Context: an optimization exercise on an open-source flow, tuned for small area and a short achievable clock period. The choices shown serve that exercise and are no tape-out recipe. Function was checked by simulation only, so behaviour that the tests miss may differ from the original.

==> flow/design.v (outline; a module is shown in full before it is edited, if it fits) <==
// module MulCore: 2960 lines
// module Multiplier: 31 lines
module Multiplier(
  input         clock,
                reset,
                io_in_valid,
  input  [31:0] io_a,
                io_b,
  input  [1:0]  io_op,
  output [31:0] io_res,
  output        io_res_valid
);
  // ...
==> flow/flow/run.sh <==
#!/bin/bash
# Own layout flow: the standard flow (standard.sh), with one extra step
# between synthesis and floorplan: flow/polfix.py removes the needless
# inverters that Yosys's full-adder extraction leaves around full-adder cells
# (a full adder is self-dual, so each may be built in either polarity).
# Registers, ports and all other cells are kept as synthesis made them.
# Each tool's output goes to a log file of its own in the work folder.
set -euo pipefail
cd "$(dirname "$0")/.."
R=orfs/results/${FLOW_PLATFORM:-sky130hd}/Multiplier/base
bash standard.sh synth > flow_synth.log 2>&1
cp "$R/1_2_yosys.v" 1_2_yosys.std.v
python3 flow/polfix.py 1_2_yosys.std.v 1_2_yosys.pol.v > flow_polfix.log 2>&1
cp 1_2_yosys.pol.v "$R/1_2_yosys.v"
rm -f "$R/1_synth.odb" "$R/1_synth.sdc"
bash standard.sh > flow_finish.log 2>&1
==> flow/flow/polfix.py <==
#!/usr/bin/env python3
"""Remove needless inverters around full-adder cells in a Yosys netlist.

Yosys's extract_fa leaves many inverters between sky130 full-adder cells.  A
full adder is self-dual, fa(~a, ~b, ~c) = ~fa(a, b, c) on both outputs, so each
full adder may be built in either polarity.  This script resolves every net to
a (root signal, parity) pair through chains of inverters, picks a polarity for
each full adder that needs few inverters (local search), deletes the old
inverters and adds one inverter per root signal that some load needs inverted.
Registers, ports and all other cells keep their function and names.

usage: polfix.py IN.v OUT.v
"""
import re
import sys
import random

OUT_PINS = {'X', 'Y', 'Q', 'Q_N', 'SUM', 'COUT', 'HI', 'LO'}

src = open(sys.argv[1]).read()

mod_m = re.search(r'\bmodule\s+(\S+)\s*\((.*?)\);', src, re.S)
ports = set(p.strip() for p in mod_m.group(2).split(','))
port_bases = set(ports)

inst_re = re.compile(r'^(\s*)(sky130_fd_sc_hd__\w+)\s+(\\\S+\s|\S+)\s*\((.*?)\);\n', re.S | re.M)
pin_re = re.compile(r'\.(\w+)\(\s*(.*?)\s*\)(?=\s*[,)]|\s*$)', re.S)

cells = []  # dict(type, name, pins{pin: net}, span)
for m in inst_re.finditer(src):
    typ, name, body = m.group(2), m.group(3).strip(), m.group(4)
    pins = {}
    for pm in re.finditer(r'\.(\w+)\(([^()]*)\)', body):
        pins[pm.group(1)] = pm.group(2).strip()
    cells.append({'type': typ, 'name': name, 'pins': pins, 'span': m.span()})


def is_port_net(n):
    base = n.split('[')[0].strip()
    return base in port_bases


def is_inv(c):
    return re.match(r'sky130_fd_sc_hd__(inv|clkinv)_\d+$', c['type']) is not None


def is_fa(c):
    return re.match(r'sky130_fd_sc_hd__fa_\d+$', c['type']) is not None


driver = {}
loads = {}
for i, c in enumerate(cells):
    for p, n in c['pins'].items():
        if p in OUT_PINS:
            driver[n] = (i, p)
        else:
            loads.setdefault(n, []).append((i, p))

# inverters we may remove: output net is not a port, input is a real net
free = set()
for i, c in enumerate(cells):
    if is_inv(c):
        y = c['pins']['Y']
        a = c['pins']['A']
        if not is_port_net(y) and not a.startswith("1'") and a != 'clock':
            free.add(i)


def root(n):
    par = 0
    seen = 0
    while n in driver and driver[n][0] in free:
        n = cells[driver[n][0]]['pins']['A']
        par ^= 1
        seen += 1
        if seen > 1000:
            raise SystemExit('inverter loop')
    return n, par


# requirements: (cell index, pin) -> (root net, parity); only pins of kept cells
req = {}
for i, c in enumerate(cells):
    if i in free:
        continue
    for p, n in c['pins'].items():
        if p in OUT_PINS:
            continue
        req[(i, p)] = root(n)

fa_idx = [i for i, c in enumerate(cells) if is_fa(c) and i not in free]
x = {i: 0 for i in fa_idx}
root_fa = {}
for i in fa_idx:
    for p in ('SUM', 'COUT'):
        root_fa[cells[i]['pins'][p]] = i

by_root = {}
for (i, p), (r, par) in req.items():
    by_root.setdefault(r, []).append((i, p, par))


def phys(r):
    f = root_fa.get(r)
    return x[f] if f is not None else 0


def root_cost(r):
    ph = phys(r)
    for (i, p, par) in by_root.get(r, []):
        need = par ^ x.get(i, 0)
        if need != ph:
            return 1
    return 0


def fa_roots(i):
    rs = set()
    for p in ('SUM', 'COUT'):
        rs.add(cells[i]['pins'][p])
    for p in ('A', 'B', 'CIN'):
        rs.add(req[(i, p)][0])
    return rs


def total():
    return sum(root_cost(r) for r in by_root)


before = total()
orig_inv = len(free)
best = before
random.seed(1)
for sweep in range(50):
    improved = False
    order = list(fa_idx)
    random.shuffle(order)
    for i in order:
        rs = fa_roots(i)
        c0 = sum(root_cost(r) for r in rs)
        x[i] ^= 1
        c1 = sum(root_cost(r) for r in rs)
        if c1 < c0 or (c1 == c0 and random.random() < 0.1 and sweep < 40):
            if c1 < c0:
                improved = True
        else:
            x[i] ^= 1
    if not improved and sweep >= 40:
        break
after = total()
sys.stderr.write(f'inverters: {orig_inv} removable, {before} needed as is, {after} after flipping '
                 f'{sum(x.values())} of {len(fa_idx)} full adders\n')

def esc(n):
    return n + ' ' if n.startswith('\\') else n


# build the new netlist
new_inv = {}
k = 0
for r in sorted(by_root):
    if root_cost(r):
        k += 1
        new_inv[r] = f'_polinv{k}_'

conn = {}
for (i, p), (r, par) in req.items():
    need = par ^ x.get(i, 0)
    conn[(i, p)] = r if need == phys(r) else new_inv[r]

pieces = []
pos = 0
for i, c in enumerate(cells):
    s, e = c['span']
    pieces.append(src[pos:s])
    pos = e
    if i in free:
        continue
    text = src[s:e]
    if any((i, p) in conn for p in c['pins']):
        def fix(m, i=i):
            p = m.group(1)
            if (i, p) in conn:
                return f'.{p}({esc(conn[(i, p)])})'
            return m.group(0)
        text = re.sub(r'\.(\w+)\(([^()]*)\)', fix, text)
    pieces.append(text)
rest = src[pos:]
# declare the new nets and add the inverters before endmodule
add = []
for r, y in new_inv.items():
    add.append(f'  wire {y};\n')
for r, y in new_inv.items():
    add.append(f'  sky130_fd_sc_hd__inv_1 {y}inst (\n    .A({esc(r)}),\n    .Y({y})\n  );\n')
idx = rest.rfind('endmodule')
rest = rest[:idx] + ''.join(add) + rest[idx:]
open(sys.argv[2], 'w').write(''.join(pieces) + rest)
==> flow/standard.sh <==
#!/bin/bash
# synth_recipe.tcl (not shown) runs the flow's synth.tcl, then flattens the netlist and writes it again
# the make line also repeats each setting of config.mk as NAME=value (left out here)
make -C /OpenROAD-flow-scripts/flow DESIGN_CONFIG=/design/flow/config.mk WORK_HOME=/design/flow/orfs CLKGATE_MAP_FILE= SYNTH_SCRIPT=/design/flow/synth_recipe.tcl "${@:-finish}"
==> flow/config.mk <==
export PLATFORM = sky130hd
export DESIGN_NAME = Multiplier
export DESIGN_NICKNAME = Multiplier
export VERILOG_FILES = /design/flow/design.v
export SDC_FILE = /design/flow/constraint.sdc
export NUM_CORES = 4
export LEC_CHECK = 0
export ABC_AREA = 1
export CAP_MARGIN = 20
export CORE_MARGIN = 2
export CORE_UTILIZATION = 40
export SETUP_SLACK_MARGIN = 2.0
export SLEW_MARGIN = 20
==> flow/constraint.sdc <==
create_clock -name core_clock -period 5.6 [get_ports {clock}]
set_input_delay 1.1200 -clock core_clock [delete_from_list [all_inputs] [get_ports {clock}]]
set_output_delay 1.1200 -clock core_clock [all_outputs]
set_load 0.01 [all_outputs]
==> impl_metrics.py, run 1 <==
metrics = {
    "placement": {
        "dp.cells": 4672,
        "portBuffers": 101,
    },
    "global_route": {
        "grt.overflow.total": 0,
        "top_usage_layer": "met2",
        "grt_pass1_vias": 26700,
    },
    "clocking": {
        "cts_tree": "done",
        "cts-root-buf": "clkbuf_16",
        "cts_resized": 131,
        "post_cts_buffers": 31,
    },
    "timing": {
        "slew_headroom_pct": 28.7,
        "post-route-period-util_pct": 64.2,
    },
    "die": {
        "start_util_pct": 40.4,
        "core_um2": 82100,
    },
    "run_status": {
        "status": "timing/DRC/antenna clean",
    },
    "setup_path": {
        "arrival_ns": 4.04,
        "crit_path_end_kind": "flip-flop",
        "worst_path_max_delay_cell": "dlygate4sd2_1",
        "reg2reg_slack_ns": 2.02,
        "crit_required_ns": 6.05,
        "r2r_start": "mulcore_inst.q821",
    },
    "route": {
        "wl_met2_mm": 51.1,
        "vias": 27300,
    },
    "layout": {
        "multiInputGateArea_um2": 24800,
        "multi_input_area_share_pct": 64.5,
    },
}
==> inputs of run 2 (changes only) <==
--- a/flow/flow/run.sh
+++ b/flow/flow/run.sh
@@ -8,9 +8,12 @@
 set -euo pipefail
 cd "$(dirname "$0")/.."
 R=orfs/results/${FLOW_PLATFORM:-sky130hd}/Multiplier/base
-bash standard.sh synth > flow_synth.log 2>&1
+# Port buffers: buf_4 instead of the delay cell buffer_ports picks by default
+# (every port still gets its own buffer).
+PORTBUF="BUFFER_PORTS_ARGS=-buffer_cell sky130_fd_sc_hd__buf_4"
+bash standard.sh "$PORTBUF" synth > flow_synth.log 2>&1
 cp "$R/1_2_yosys.v" 1_2_yosys.std.v
 python3 flow/polfix.py 1_2_yosys.std.v 1_2_yosys.pol.v > flow_polfix.log 2>&1
 cp 1_2_yosys.pol.v "$R/1_2_yosys.v"
 rm -f "$R/1_synth.odb" "$R/1_synth.sdc"
-bash standard.sh > flow_finish.log 2>&1
+bash standard.sh "$PORTBUF" finish > flow_finish.log 2>&1
--- a/flow/config.mk
+++ b/flow/config.mk
@@ -9,5 +9,5 @@
 export CAP_MARGIN = 20
 export CORE_MARGIN = 2
 export CORE_UTILIZATION = 40
-export SETUP_SLACK_MARGIN = 2.0
+export SETUP_SLACK_MARGIN = 2.4
 export SLEW_MARGIN = 20
==> impl_metrics.py, run 2 <==
metrics = {
    "run_status": {
        "status": "timing/DRC/antenna clean",
    },
    "clocking": {
        "cts_tree": "done",
        "cts-root-buf": "clkbuf_16",
        "clk_transition_reported_paths_ns": 0.06,
        "cts-htree-levels": 2,
        "cts_buffers": 41,
        "cts-hold-fix-buffers": 0,
        "cts_sinks": 352,
        "clockBufferDepth": 3,
        "clk-insertion-delay-late_ns": 0.57,
    },
    "route": {
        "via_per_inst": 5.68,
        "highest_layer": "met4",
        "initialDrtViolationCount": 2599,
        "routed_wl_mm": 121,
        "avgRoutedWirePerCell_um": 25.3,
        "vias": 27100,
        "drt-pass1-iter-count": 5,
        "wl_met3_mm": 11.2,
        "drc": 0,
        "ant_nets": 0,
        "wl_met1_mm": 51.4,
        "wl_met2_mm": 53.3,
    },
    "die": {
        "die_w_um": 292,
        "start_util_pct": 40.4,
        "std_cell_rows": 105,
        "die-area_um2": 85200,
        "core_um2": 82100,
        "die_h_um": 292,
        "io_pins": 102,
    },
    "setup_path": {
        "path_delay_family": "adder cells",
        "crit_type": "flip-flop to flip-flop",
        "r2r_end": "mulcore_inst.r1[19]",
        "crit_path_end_kind": "flip-flop",
        "worst_path_max_delay_cell": "fa_2",
        "r2r_start": "mulcore_inst.q790",
        "cpPeakStageDelay_ns": 0.70,
        "arrival_ns": 3.97,
        "reg2reg_slack_ns": 2.14,
        "crit_start": "mulcore_inst.q790",
        "crit_required_ns": 6.11,
        "ff2ff_path_depth": 11,
        "path_cells": "fa_1 -> fa_1 -> fa_2 -> ha_4 -> a21oi_4 -> nand2_2 -> o21bai_4 -> a21oi_2 -> or2_1 -> nand3_4 -> nand2_4",
        "cp_common_cell": "fa_1",
        "cp_num_buf_inv": 0,
        "cp_max_fo": 4,
        "cp-start-kind": "flip-flop",
    },
    "global_route": {
        "grt_pass1_wl_mm": 177,
        "antenna_found_initial": 1,
        "grt_use_total_pct": 27.8,
        "grt_pass1_vias": 26900,
        "grt_max_degree": 54,
        "grt.overflow.total": 0,
    },
    "timing": {
        "fmax_mhz": 289,
        "fin_skew_ns": 0.0312,
        "slew_headroom_pct": 41.9,
        "hold_viol": 0,
        "tightest_slew_ns": 0.863,
        "finalSetupViolCount": 0,
        "rsz0062_at_grt": "yes",
        "period_minus_slack_ns": 3.46,
        "drv_slew": 0,
        "tns_ns": 0,
        "post-route-period-util_pct": 61.9,
    },
    "min_path": {
        "hp-class": "flip-flop to flip-flop",
        "holdPathStages": 2,
        "whs_endpoint": "valid_2",
        "hp-start": "valid_1",
    },
    "synthesis": {
        "syn_avg_cell_area_um2": 9.11,
        "yosysWarnings": 2,
        "netlist_area_um2": 33200,
        "synth_nets": 4292,
        "syn_inst": 3639,
    },
    "placement": {
        "routabilityCongestion": 0.946,
        "portBuffers": 101,
        "place_hpwl_mm": 91.1,
    },
    "layout": {
        "antenna_cells": 0,
        "finalNetCount": 4323,
        "final_cell_mix": "433 x xnor2_1, 413 x o22ai_1, 396 x nand2_1",
        "drive_above_1_share_pct": 27.6,
        "final_common_cell": "xnor2_1",
        "syn_to_final_growth_pct": 23.8,
        "reg.largest.list": "mulcore_inst.r0 x32, mulcore_inst.r1 x32",
    },
    "flow_run": {
        "max_cap_viol_count": 0,
    },
}
-- run 2: layout make-up --
type                    count  area (um2)
repair buffers            229        2090
clock buffers              57        1230
fillers                  7440       41000
repair inverters            4        22.5
multi-input cells        2709       27500
well taps                1070        1340
inverters                 333        1550
clock inverters            15         239
flip-flops and latches    352        7070
-- run 2: worst min-delay path, stage by stage (launching register included) --
cell and delay [ns]:
dfxtp_1 0.29, inv_1 0.04, nor2_1 0.03
-- run 2: how the worst max path moves through the flow --
| stage | cells past startpoint | to |
|---|---|---|
| 2_1_floorplan | 10 | mulcore_inst.q942 |
| 3_3_place_gp | 9 | mulcore_inst.q891 |
| 3_5_place_dp | 9 | mulcore_inst.q891 |
| 4_1_cts | 12 | mulcore_inst.r0[24] |
| 5_1_grt | 13 | mulcore_inst.r0[23] |
| 6_report | 11 | mulcore_inst.r1[19] |
-- run 2: per-layer routing --
layer / global-route usage (%) / up-vias
met5: 0 / -
met4: 8.60 / 0
met3: 5.52 / 230
met2: 43.5 / 1305
met1: 38.7 / 13400
li1: - / 12200
-- run 2: timing repair --
item / CTS / global route
setup endpoints to repair: 203 / 92
pin swaps: 65 / 144
gates cloned: 0 / 7
gates resized for setup: 396 / 279
buffers inserted: 42 / 41
-- run 2: through the flow --
stage	hold slack (ns)	area, um2	cells	util [%]	setup WS (ns)
6_report	0.403	41100	4769	50.0	2.14
5_1_grt	0.424	41100	4769	50.0	2.06
4_1_cts	0.406	39600	4721	48.3	2.18
3_5_place_dp	0.399	36200	4607	44.1	1.28
3_3_place_gp	0.392	36200	4607	44.1	1.35
2_1_floorplan	0.388	36100	3639	-	2.21
==> inputs of run 3 (changes only) <==
--- a/flow/config.mk
+++ b/flow/config.mk
@@ -9,5 +9,5 @@
 export CAP_MARGIN = 20
 export CORE_MARGIN = 2
 export CORE_UTILIZATION = 40
-export SETUP_SLACK_MARGIN = 2.4
+export SETUP_SLACK_MARGIN = 2.0
 export SLEW_MARGIN = 20
==> impl_metrics.py, run 3 <==
metrics = {
    "clocking": {
        "clk_transition_reported_paths_ns": 0.07,
        "clk-insertion-delay-late_ns": 0.59,
        "clockBufferDepth": 3,
        "cts-hold-fix-buffers": 0,
        "cts_sinks": 352,
        "cts-root-buf": "clkbuf_16",
        "cts-htree-levels": 2,
        "cts_tree": "done",
        "cts_buffers": 42,
    },
    "placement": {
        "portBuffers": 101,
        "place_hpwl_mm": 88.4,
        "routabilityCongestion": 0.946,
        "dpl-instance-area_um2": 34600,
    },
    "route": {
        "wl_met1_mm": 47.6,
        "initialDrtViolationCount": 2474,
        "wl_met2_mm": 49.7,
        "drc": 0,
        "highest_layer": "met5",
        "drt-pass1-iter-count": 8,
        "avgRoutedWirePerCell_um": 24.3,
        "ant_nets": 0,
        "vias": 26800,
        "via_per_inst": 5.66,
        "routed_wl_mm": 115,
        "wl_met3_mm": 12.4,
    },
    "timing": {
        "tightest_slew_ns": 0.846,
        "fmax_mhz": 281,
        "post-route-period-util_pct": 63.7,
        "tns_ns": 0,
        "slew_headroom_pct": 43.5,
        "hold_viol": 0,
        "rsz0062_at_grt": "yes",
        "period_minus_slack_ns": 3.56,
        "finalSetupViolCount": 0,
        "fin_skew_ns": 0.0411,
        "drv_slew": 0,
    },
    "flow_run": {
        "max_cap_viol_count": 0,
    },
    "global_route": {
        "grt_max_degree": 54,
        "grt_pass1_vias": 26500,
        "antenna_found_initial": 1,
        "grt_pass1_wl_mm": 170,
        "grt_use_total_pct": 26.6,
        "grt.overflow.total": 0,
    },
    "layout": {
        "reg.largest.list": "mulcore_inst.r0 x32, mulcore_inst.r1 x32",
        "final_cell_mix": "504 x nand2_1, 504 x xnor2_1, 498 x o22ai_1",
        "finalNetCount": 4281,
        "syn_to_final_growth_pct": 11.9,
        "antenna_cells": 0,
        "fin_area_um2": 37100,
        "drive_above_1_share_pct": 13.2,
    },
    "setup_path": {
        "reg2reg_slack_ns": 2.08,
        "cp-start-kind": "input port",
        "path_delay_family": "adder cells",
        "cpPeakStageDelay_ns": 0.59,
        "path_cells": "buf_4 -> nor2_1 -> nand2_1 -> o21ai_0 -> inv_1 -> o22ai_1 -> fa_1 -> fa_1 -> fa_1",
        "cp_common_cell": "fa_1",
        "crit_path_end_kind": "flip-flop",
        "arrival_ns": 4.00,
        "cp_num_buf_inv": 2,
        "worst_path_max_delay_cell": "fa_1",
        "crit_required_ns": 6.03,
        "crit_type": "input port to flip-flop",
        "cp_max_fo": 16,
    },
    "synthesis": {
        "netlist_area_um2": 33200,
        "syn_inst": 3639,
        "yosysWarnings": 2,
        "synth_nets": 4292,
        "syn_avg_cell_area_um2": 9.11,
    },
    "die": {
        "io_pins": 102,
        "std_cell_rows": 105,
        "die_h_um": 292,
        "die-area_um2": 85200,
        "core_um2": 82100,
        "die_w_um": 292,
        "start_util_pct": 40.4,
    },
    "run_status": {
        "status": "timing/DRC/antenna clean",
    },
    "min_path": {
        "hp-class": "flip-flop to flip-flop",
    },
}
## run 3: cell count changes in the layout (fill, tap and decap cells not counted), sizes merged
cell and change:
clkinv -2, nand2 -1, bufinv -11, clkbuf -2, clkinvlp +20, inv +4
buf -47
## run 3: worst register-to-register path, stage by stage (launching register included)
cell	delay [ns]
dfxtp_1	0.33
fa_1	0.50
fa_1	0.54
fa_1	0.57
ha_2	0.43
nand2_1	0.14
o21ai_0	0.36
a21oi_1	0.11
nand3_1	0.10
nand2_1	0.05
nand3_1	0.19
nand2_1	0.09
## run 3: area by class of cell
class                      instances  area (um2)
clock buffer                      55        1180
clock inverter                    21         297
fill                            7730       45000
timing repair buffer             182        1450
tap                             1070        1340
sequential                       352        7050
inverter                         333        1290
multi-input combinational       2708       24500
timing repair inverter             9        60.1
## run 3: routing by layer
metal / track usage [%] / up-vias
met5: 0 / -
met2: 40.5 / 1404
met4: 10.1 / 2
met3: 6.46 / 253
li1: - / 12000
met1: 36.5 / 13100
## run 3: final timing paths
check	depth (start not counted)	end	start
worst min-delay path	2	valid_2	valid_1
worst min register to register	2	valid_2	valid_1
worst max-delay path	9	mulcore_inst.q873	io_a[9]
worst max register to register	11	mulcore_inst.r1[28]	mulcore_inst.q840
## run 3: timing repair
action | in CTS | in global routing
setup endpoints to repair | 118 | 121
pin swaps | 2 | 19
gates resized for setup | 89 | 115
cloned | 4 | 5
buffers inserted | 9 | 20
## run 3: through the flow
stage | utilization [%] | setup WS [ns] | hold slack [ns] | std cells
finish | 45.2 | 2.04 | 0.405 | 4730
floorplan | - | 1.97 | 0.388 | 3639
CTS | 44.4 | 1.99 | 0.408 | 4705
global placement | 42.1 | 0.867 | 0.389 | 4615
detailed placement | 42.1 | 1.09 | 0.398 | 4616
global route | 45.2 | 1.93 | 0.430 | 4730

## re-timing with driven ports
The flow's constraints put no driver on any port. The routed layouts listed below were extracted and timed again, unchanged, in two steps. Step 1 assumes that a clkbuf_16 drives the clock port and a buf_2 every other input. Step 2 also shifts input and output timing later by t, the mid clock arrival at the registers, as if the neighbouring blocks saw the same clock. a / b / c = ideal / step 1 / step 2; a / b = the first two.
run | shift t [ns] | setup WS [ns] | worst setup path at the end | latest minus earliest clock arrival (ns) | pins driven straight from the clock port
run 1 | 0.643 | 2.003 / 2.016 / 1.415 | input to register | 0.021 / 0.020 | 1
run 2 | 0.631 | 2.135 / 2.135 / 1.755 | input to register | 0.044 / 0.045 | 1
run 3 | 0.635 | 2.035 / 2.074 / 1.439 | input to register | 0.044 / 0.044 | 1
After both steps every run listed still meets setup and hold. For run 3, which loses most, drivers alone change the setup slack by +0.039 ns; drivers and shift together by -0.596 ns.
